Source: an optimization exercise on an open RTL-to-GDS flow (aim: a short achievable clock period and low power). Production flows keep margins and buffers that such runs may drop.
Function was checked by simulation only, so behaviour that the tests miss may differ from the original.
Power figures rest on the tool's default switching activity, not on a simulated workload.

## cedar
// macs_axi4s
module macs_axi4s #(
    parameter NUM_MACS = 8
) (
    input reset,
    input clk,
    input wire s_axis_tvalid,
    output reg s_axis_tready,
    input wire [127:0] s_axis_tdata,    
    output wire [127:0] m_axis_tdata,   
    output reg m_axis_tvalid,
    input wire m_axis_tready,
    input wire [15:0] s_axis_tkeep,
    output wire [15:0] m_axis_tkeep,
    input wire s_axis_tlast,
    output reg m_axis_tlast
);
    assign m_axis_tkeep = 16'hffff;
    always @(posedge clk) begin
        m_axis_tlast <= s_axis_tlast;
        if (!reset) begin
            s_axis_tready <= 1'b0;
            m_axis_tvalid <= 1'b0;
        end else begin
            s_axis_tready <= m_axis_tready;
            m_axis_tvalid <= s_axis_tvalid;
        end
    end
    genvar i;
    generate
        for (i = 0; i < NUM_MACS; i = i + 1) begin : lane
            mac_axi4s mac_i (
                .clk(clk), .reset(reset),
                .s_axis_tvalid(s_axis_tvalid), .m_axis_tready(m_axis_tready),
                .data(s_axis_tdata[16*i +: 8]), .weight(s_axis_tdata[16*i+8 +: 8]),
                .acc(m_axis_tdata[16*i +: 16]));
        end
    endgenerate
endmodule
Size in the first run: ~3100 cells after synthesis, about 130 flip-flops, ~300 I/O pins, ~27000 um2 of cells after synthesis.
clock: 5.0 ns
lec_check: 0
cap_margin: 20
core_margin: 2
core_utilization: 40
cts_buf_list: sky130_fd_sc_hd__clkbuf_4 sky130_fd_sc_hd__clkbuf_8
setup_slack_margin: 0.5
slew_margin: 20
synth_hierarchical: 1
standard.sh (not shown) runs the stock make flow with config.mk's settings and CLKGATE_MAP_FILE= SYNTH_SCRIPT=/design/flow/synth_recipe.tcl, a recipe that flattens the netlist after the stock synthesis.
==> flow/flow/run.sh <==
#!/bin/bash
# Own layout flow: the standard flow, run in two parts.
#  1. the standard synthesis, unchanged;
#  2. the rest of the standard flow, with clock tree synthesis told not to add dummy
#     load cells (they only balance the tree and burn clock power), plus any extra ORFS
#     make variables listed one per line in flow/extra_vars.txt.
# Each part's full output goes to its own log file in the work folder.
set -euo pipefail
bash standard.sh synth > flow_synth.log 2>&1
CTS="-sink_clustering_enable -repair_clock_nets -dont_use_dummy_load"
CTS="$CTS -buf_list {sky130_fd_sc_hd__clkbuf_4 sky130_fd_sc_hd__clkbuf_8}"
EXTRA=()
if [[ -f flow/extra_vars.txt ]]; then
  mapfile -t EXTRA < <(grep -v '^#' flow/extra_vars.txt | grep . || true)
fi
bash standard.sh "CTS_ARGS=$CTS" "${EXTRA[@]}" finish > flow_layout.log 2>&1
cedar reached the final stage; the timing, DRC and antenna checks on its layout passed.
Edits applied to the flow inputs when going from cedar to xenon:
diff --git a/flow/flow/run.sh b/flow/flow/run.sh
--- a/flow/flow/run.sh
+++ b/flow/flow/run.sh
@@ -5,2 +5 @@
-#     load cells (they only balance the tree and burn clock power), plus any extra ORFS
-#     make variables listed one per line in flow/extra_vars.txt.
+#     load cells (they only balance the tree and burn clock power).
@@ -12,5 +11 @@
-EXTRA=()
-if [[ -f flow/extra_vars.txt ]]; then
-  mapfile -t EXTRA < <(grep -v '^#' flow/extra_vars.txt | grep . || true)
-fi
-bash standard.sh "CTS_ARGS=$CTS" "${EXTRA[@]}" finish > flow_layout.log 2>&1
+bash standard.sh "CTS_ARGS=$CTS" finish > flow_layout.log 2>&1
==> comparison <==
- Diff xenon..cedar | count of max-cap constraint violations | negligible
- There was hardly any difference in source-to-sink clock delay at the later pin of the worst-skew pair between cedar and xenon.
- Compared with cedar, in xenon wire length neither gained nor lost much, area of all placed cells without fillers held steady, fraction of the cycle the final worst path needs barely changed, global-route usage barely changed.

========
tundra:
macs_axi4s, a different RTL version from the one above (not shown whole).
Size: roughly 2800 cells after synthesis, roughly 140 flip-flops.
clock: 5.0 ns
lec_check: 0
cap_margin: 0
core_margin: 2
core_utilization: 40
cts_buf_list: sky130_fd_sc_hd__clkbuf_4 sky130_fd_sc_hd__clkbuf_8
setup_slack_margin: 0.1
slew_margin: 0
synth_hierarchical: 1
==> flow/flow/run.sh <==
#!/bin/bash
# Own layout flow: the standard flow, run in two parts.
#  1. the standard synthesis, unchanged;
#  2. the rest of the standard flow, with clock tree synthesis told not to add dummy
#     load cells (they only balance the tree and burn clock power), plus any extra ORFS
#     make variables listed one per line in flow/extra_vars.txt.
# Each part's full output goes to its own log file in the work folder.
set -euo pipefail
bash standard.sh synth > flow_synth.log 2>&1
CTS="-sink_clustering_enable -repair_clock_nets -dont_use_dummy_load"
CTS="$CTS -buf_list {sky130_fd_sc_hd__clkbuf_4 sky130_fd_sc_hd__clkbuf_8}"
EXTRA=()
if [[ -f flow/extra_vars.txt ]]; then
  mapfile -t EXTRA < <(grep -v '^#' flow/extra_vars.txt | grep . || true)
fi
bash standard.sh "CTS_ARGS=$CTS" "${EXTRA[@]}" finish > flow_layout.log 2>&1
==> flow/flow/extra_vars.txt <==
RECOVER_POWER=100
tundra | stages: all done | timing, DRC, antenna: all pass
Input-level comparison between garnet and tundra:
- CORE_UTILIZATION now 55, was 40
- SETUP_SLACK_MARGIN now 1.0, was 0.1
- PLACE_DENSITY now 0.75, previously not set
Notes after the runs:
| garnet | all stages done | FAIL | max-capacitance violations, max-slew violations |. Against tundra, area of the die in garnet came out better. Taking tundra as the reference point, the design internal power of garnet rises by 2.7%. garnet vs tundra on share of power burned in combinational logic: garnet is the higher one.
> inputs changed (garnet -> zinc)
- GPL_ROUTABILITY_DRIVEN: unset -> 0
- GPL_TIMING_DRIVEN: unset -> 0
- SETUP_SLACK_MARGIN: 1.0 -> 0.1
- PLACE_DENSITY: 0.75 -> 0.85
- CORE_UTILIZATION: 55 -> 40
==> comparison <==
- Looking at the reports, zinc completed the entire flow and the layout it produced met the timing, DRC and antenna checks.
- Diff garnet -> zinc: worst hold slack +0.0057 ns; final instance area now smaller; peak ir drop on the vdd network higher.
- zinc: die area higher than garnet
Modified inputs, delta compared to zinc
- PLACE_DENSITY no longer set, was 0.85
==> comparison <==
- Total number of cells along the worst setup path: delta vs zinc up 1
- Area added between synthesis and finish came out lower on delta than on zinc.
- From zinc to delta the numbers moved as follows: wire length of the first global-routing pass went up; reported max-cap violation count barely changed.
- Route | delta vs zinc | wire longer in delta
- Relative to zinc, the met3 layer wire length in the routed design of delta is lower by 26%.
- From delta to zinc, share of the synthesized area in compound gates (AO/OA/AOI/OAI) did not move at all.
What willow does differently from delta at the input level:
- swapping 40 for 50 in CORE_UTILIZATION
- swapping 0 for 5 in CAP_MARGIN
- swapping 0 for 5 in SLEW_MARGIN
==> comparison <==
~same delay of the slowest critical-path stage in willow and delta
Looking at met2 wire length, willow sits 2.6% below delta.
The multi-input combinational cell count of delta and that of willow are within noise of each other.
Compared with delta, aggregate routed wire length in willow decreased by a few percent.
Power attributed to the clock group delta (willow -> delta): insignificant
Total instance count after detailed placement ended up 4.4% lower on willow than on delta.
Delta (willow minus delta): number of tap cells inserted went down by 173, count of fill cells added during filler insertion went down by 1498.

========
## lagoon
macs_axi4s again, from the RTL that the note above started with.
clock: 5.0 ns
lec_check: 0
cap_margin: 0
core_margin: 2
core_utilization: 40
cts_buf_list: sky130_fd_sc_hd__clkbuf_4 sky130_fd_sc_hd__clkbuf_8
place_density: 0.8
setup_slack_margin: 1.0
slew_margin: 0
synth_hierarchical: 1
Scripts as last shown in full above: flow/flow/run.sh, flow/flow/extra_vars.txt
--- input diff lagoon..sierra ---
# lagoon
export LEC_CHECK = 0
export CAP_MARGIN = 0
export CORE_MARGIN = 2
export CORE_UTILIZATION = 40
export CTS_BUF_LIST = sky130_fd_sc_hd__clkbuf_4 sky130_fd_sc_hd__clkbuf_8
export PLACE_DENSITY = 0.8
export SETUP_SLACK_MARGIN = 1.0
export SLEW_MARGIN = 0
export SYNTH_HIERARCHICAL = 1
create_clock -name core_clock -period 5.0 [get_ports {clk}]
# sierra
export LEC_CHECK = 0
export CAP_MARGIN = 0
export CORE_MARGIN = 2
export CORE_UTILIZATION = 40
export CTS_BUF_LIST = sky130_fd_sc_hd__clkbuf_4 sky130_fd_sc_hd__clkbuf_8
export SETUP_SLACK_MARGIN = 1.0
export SLEW_MARGIN = 0
export SYNTH_HIERARCHICAL = 1
create_clock -name core_clock -period 5.0 [get_ports {clk}]
Findings:
- For lagoon and sierra, there was not a single run that failed to finish clean.
- Looking at total track usage across lagoon and sierra, the one that comes out lower is lagoon.
- sierra: internal power contribution lower than lagoon
- Cmp lagoon and sierra / synthesis-to-finish area growth / lower: sierra
- Post-route minimum period: lower on lagoon
- sierra vs lagoon: number of DRC violations after detailed-routing iteration 0 down
- Relative to lagoon, clock power share increased by 0.5 points in sierra.
- lagoon -> sierra: leakage component of the power flat

-- separate check: timing with driven ports --
How much do the figures lean on ideal ports? The routed layouts below were timed once more, with nothing changed but the port constraints.
Step 1, drivers: a clkbuf_16 drives clk and a buf_2 each remaining input, both assumed.
Step 2 also shifts input and output timing later by t, the mid clock arrival at the registers, as if the neighbouring blocks saw the same clock.
a / b / c = ideal ports / drivers / drivers and shift; a / b = the first two.
run | shift t [ns] | setup slack, ns | worst setup path at the end
cedar | 0.588 | 0.120 / -0.028 / -0.616 | input to register
xenon | 0.588 | 0.120 / -0.028 / -0.616 | input to register
tundra | 0.593 | 0.152 / 0.151 / -0.442 | input to register
garnet | 0.594 | 0.153 / 0.157 / -0.437 | input to register
zinc | 0.596 | 0.133 / 0.122 / -0.474 | input to register
delta | 0.601 | 0.146 / 0.164 / -0.436 | input to register
willow | 0.593 | 0.148 / 0.167 / -0.425 | input to register
lagoon | 0.591 | 0.147 / 0.121 / -0.470 | input to register
sierra | 0.607 | 0.099 / 0.120 / -0.487 | input to register
